Source: an optimization exercise on an open RTL-to-GDS flow (aim: small area, a short achievable clock period and few clock cycles per item). Production flows keep margins and buffers that such runs may drop. At most, simulation tests tie the RTL to the original design; equivalence was not proved.

== run 1 ==
// cordic_rot_top
module cordic_rot_top (
    input logic clk,
    input logic rst_n,
    input logic in_valid,
    output logic in_ready,
    input logic signed [15:0] x_start,
    input logic signed [15:0] y_start,
    input logic signed [31:0] angle,
    output logic out_valid,
    input logic out_ready,
    output logic signed [15:0] cosine,
    output logic signed [15:0] sine
);
Size: roughly 7900 cells after synthesis.
Settings: LEC_CHECK=0, ABC_CLOCK_PERIOD_IN_PS=3000, CAP_MARGIN=20, CORE_MARGIN=2, CORE_UTILIZATION=40, CTS_CLUSTER_DIAMETER=100, CTS_CLUSTER_SIZE=24, PLACE_DENSITY=0.8, SETUP_SLACK_MARGIN=5, SLEW_MARGIN=20; clock period 8.5 ns.
run.sh (not shown) runs the stock make flow with config.mk's settings and CLKGATE_MAP_FILE= SYNTH_SCRIPT=/design/flow/synth_recipe.tcl, a recipe that flattens the netlist after the stock synthesis.
The flow did not stop early for run 1: all stages ran, and the layout cleared the timing, DRC and antenna checks.
#### Input delta (run 3 over run 1)
Settings: swapping 24 for 30 in CTS_CLUSTER_SIZE; swapping 100 for 80 in CTS_CLUSTER_DIAMETER; clearing PLACE_DENSITY, which used to be 0.8.
Results
[compare] base=run 1 new=run 3: worst hold slack after final layout now larger; wire length now larger; post-layout instance count excluding filler cells now larger; pin count of the biggest net entering global routing now smaller; clock tree buffer count of the final layout now larger.
Termination of the worst setup path: u_rot.c_cr[1]$_DFFE_PP_ -> run 1, u_rot.c_cr[2]$_DFFE_PP_ -> run 3
Of run 1 and run 3, run 3 shows the higher worst-margin pin slew, with run 1 below it.
Length of routed met2 wiring for run 3: about 7.5% down relative to run 1
Function was not checked in any run of this note: the RTL went through the layout flow alone.

========
Setup of juniper:
Another version of the RTL of cordic_rot_top (not shown whole).
Size: roughly 7900 cells after synthesis, about 1100 flip-flops, about 100 I/O pins, ~0.084 mm² of cells after synthesis.
Settings: LEC_CHECK=0, ABC_CLOCK_PERIOD_IN_PS=3000, CAP_MARGIN=20, CORE_MARGIN=2, CORE_UTILIZATION=40, CTS_CLUSTER_DIAMETER=100, CTS_CLUSTER_SIZE=24, SETUP_SLACK_MARGIN=5, SLEW_MARGIN=20; clock period 8.5 ns.
The final layout from juniper, which completed every stage, passed the timing, DRC and antenna checks at the end of the flow.
Testbench counts of juniper, summed over its fixed seeds: cycles 16,152, items 16,000.
Input changes introduced in raven (baseline for comparison: juniper):
Settings: CTS_CLUSTER_DIAMETER removed (was 100); CTS_CLUSTER_SIZE removed (was 24); CORE_UTILIZATION changed from 40 to 60.
## What came out
- In raven, number of standard cells in the final layout excluding fillers is lower than in juniper.
- Going from juniper to raven, fraction of final layout cells with drive strength greater than 1 increased 1.2 points; tap cell count now sits lower; die area -33%.

========
== build 41 ==
cordic_rot_top, a different RTL version from the one above (not shown whole).
For scale: ~7600 cells after synthesis, ~1100 flip-flops.
==> flow/design.v (excerpt) <==
module cordic_rot_top (
    input logic clk,
    input logic rst_n,
    input logic in_valid,
    output logic in_ready,
    input logic signed [15:0] x_start,
    input logic signed [15:0] y_start,
    input logic signed [31:0] angle,
    output logic out_valid,
    input logic out_ready,
    output logic signed [15:0] cosine,
    output logic signed [15:0] sine
);
    logic ir, ce;
    logic pv;
    logic [31:0] pres;
    cordic_rotator u_rot (
        .clk(clk), .rst_n(rst_n), .ir(ir), .ce(ce), .in_valid(in_valid),
        .x_start(x_start), .y_start(y_start), .angle(angle),
        .pv(pv), .res(pres)
    );
    logic [31:0] main_q, skid_q;
    logic ov, sv;
    logic push, pop, sv_n;
    assign push = ce & pv;
    assign pop = ov & out_ready;
    assign sv_n = sv ? ~pop : (push & ov & ~pop);
    always_ff @(posedge clk) begin
        if (push) skid_q <= pres;
        if (~ov | out_ready) main_q <= sv ? skid_q : pres;
    end
    always_ff @(posedge clk or negedge rst_n) begin
        if (!rst_n) begin
            ov <= 1'b0;
            sv <= 1'b0;
            ir <= 1'b1;
            ce <= 1'b0;
        end else begin
            if (~ov | out_ready) ov <= sv | push;
            sv <= sv_n;
            ir <= ~sv_n;
            ce <= ~sv_n;
        end
    end
    assign in_ready = ir;
    assign out_valid = ov;
    assign cosine = main_q[31:16];
    assign sine = main_q[15:0];
endmodule
Settings: LEC_CHECK=0, ABC_CLOCK_PERIOD_IN_PS=3000, CAP_MARGIN=20, CORE_MARGIN=2, CORE_UTILIZATION=40, CTS_CLUSTER_DIAMETER=100, CTS_CLUSTER_SIZE=24, SETUP_SLACK_MARGIN=4.6, SLEW_MARGIN=20; clock period 8.5 ns.
Build 41 finished end to end and its layout was clean on timing, DRC and antenna.
Changes in build 17 relative to build 41:
- a change of SETUP_SLACK_MARGIN from 4.6 to 5
Notes after the runs:
In build 17 relative to build 41, first-pass GRT wire length had gone up slightly. The via count number comes out higher for build 17 vs build 41. Per the comparison of build 17 with build 41, number of buffers added by the clock tree synthesis step shows a reduction of 8, met2 demand-to-capacity share in global routing shows a reduction of 0.28 points. Build 17 ended up with u_rot.x_16_r[5] as its critical path launch point; build 41 ended up with y_start[2].
Inputs modified between build 17 and build 33:
- an added PLACE_DENSITY of 0.8
- Build 33: done, clean on timing, DRC and antenna
- Reported for build 33 and build 17, count of standard-cell rows turned out identical to the last digit.
- Met3 layer usage reported by global route (lower): build 33
- A launch point of the critical path of y_start[1] is what build 33 shows, while u_rot.x_16_r[5] belongs to build 17.
- In the flow results for build 33 and build 17, the slew at the pin with the worst max-slew slack is smaller on build 17.
- In build 33, the critical path depth came out 1 above the value in build 17.
- Changes observed in build 33 relative to build 17: final antenna diode count dropped 1, multi-input logic area barely changed, mean routed wirelength per cell dropped 0.62 µm.
- Build 33 vs build 17 — total length of routed wires dropped by a few percent
- | post-detailed-placement half-perimeter wirelength | build 33 vs build 17 | about 4% lower |
- Compared build 17 against build 33.
No run of this note included a check of the RTL's function; only the layout flow was run.

## what the ideal ports hide
In the flow no input, the clock included, has a driving cell. The finished layouts below were timed again as built, in two steps. Step 1 assumes that a clkbuf_16 drives the clock port and a buf_2 every other input. Step 2 times the ports against the registers' clock, not the clock port: input delays grow and output delays shrink by t, the midpoint of the rising clock arrivals with the driver on. Three values: no drivers, after step 1, after step 2; two values: the first two.
run | shift t [ns] | setup slack, ns | hold slack, ns | worst setup path after step 2 | worst register clock-pin slew, ns
run 1 | 0.789 | 4.966 / 4.966 / 4.375 | 0.419 / 0.419 / 0.419 | input to register | 0.11 / 0.11
run 3 | 0.822 | 5.025 / 5.025 / 4.435 | 0.423 / 0.423 / 0.423 | input to register | 0.10 / 0.10
juniper | 0.829 | 5.002 / 5.002 / 4.422 | 0.424 / 0.424 / 0.424 | input to register | 0.10 / 0.10
raven | 0.837 | 4.999 / 4.996 / 4.216 | 0.412 / 0.412 / 0.412 | input to register | 0.07 / 0.07
build 41 | 0.780 | 4.626 / 4.581 / 3.801 | 0.425 / 0.425 / 0.425 | input to register | 0.10 / 0.10
build 17 | 0.818 | 4.936 / 4.936 / 4.163 | 0.425 / 0.425 / 0.425 | input to register | 0.10 / 0.10
build 33 | 0.770 | 4.870 / 4.894 / 4.124 | 0.421 / 0.421 / 0.421 | input to register | 0.11 / 0.11
After both steps setup and hold are still met in every run listed. For build 41, which loses most, drivers alone change the setup slack by -0.045 ns; drivers and shift together by -0.825 ns.
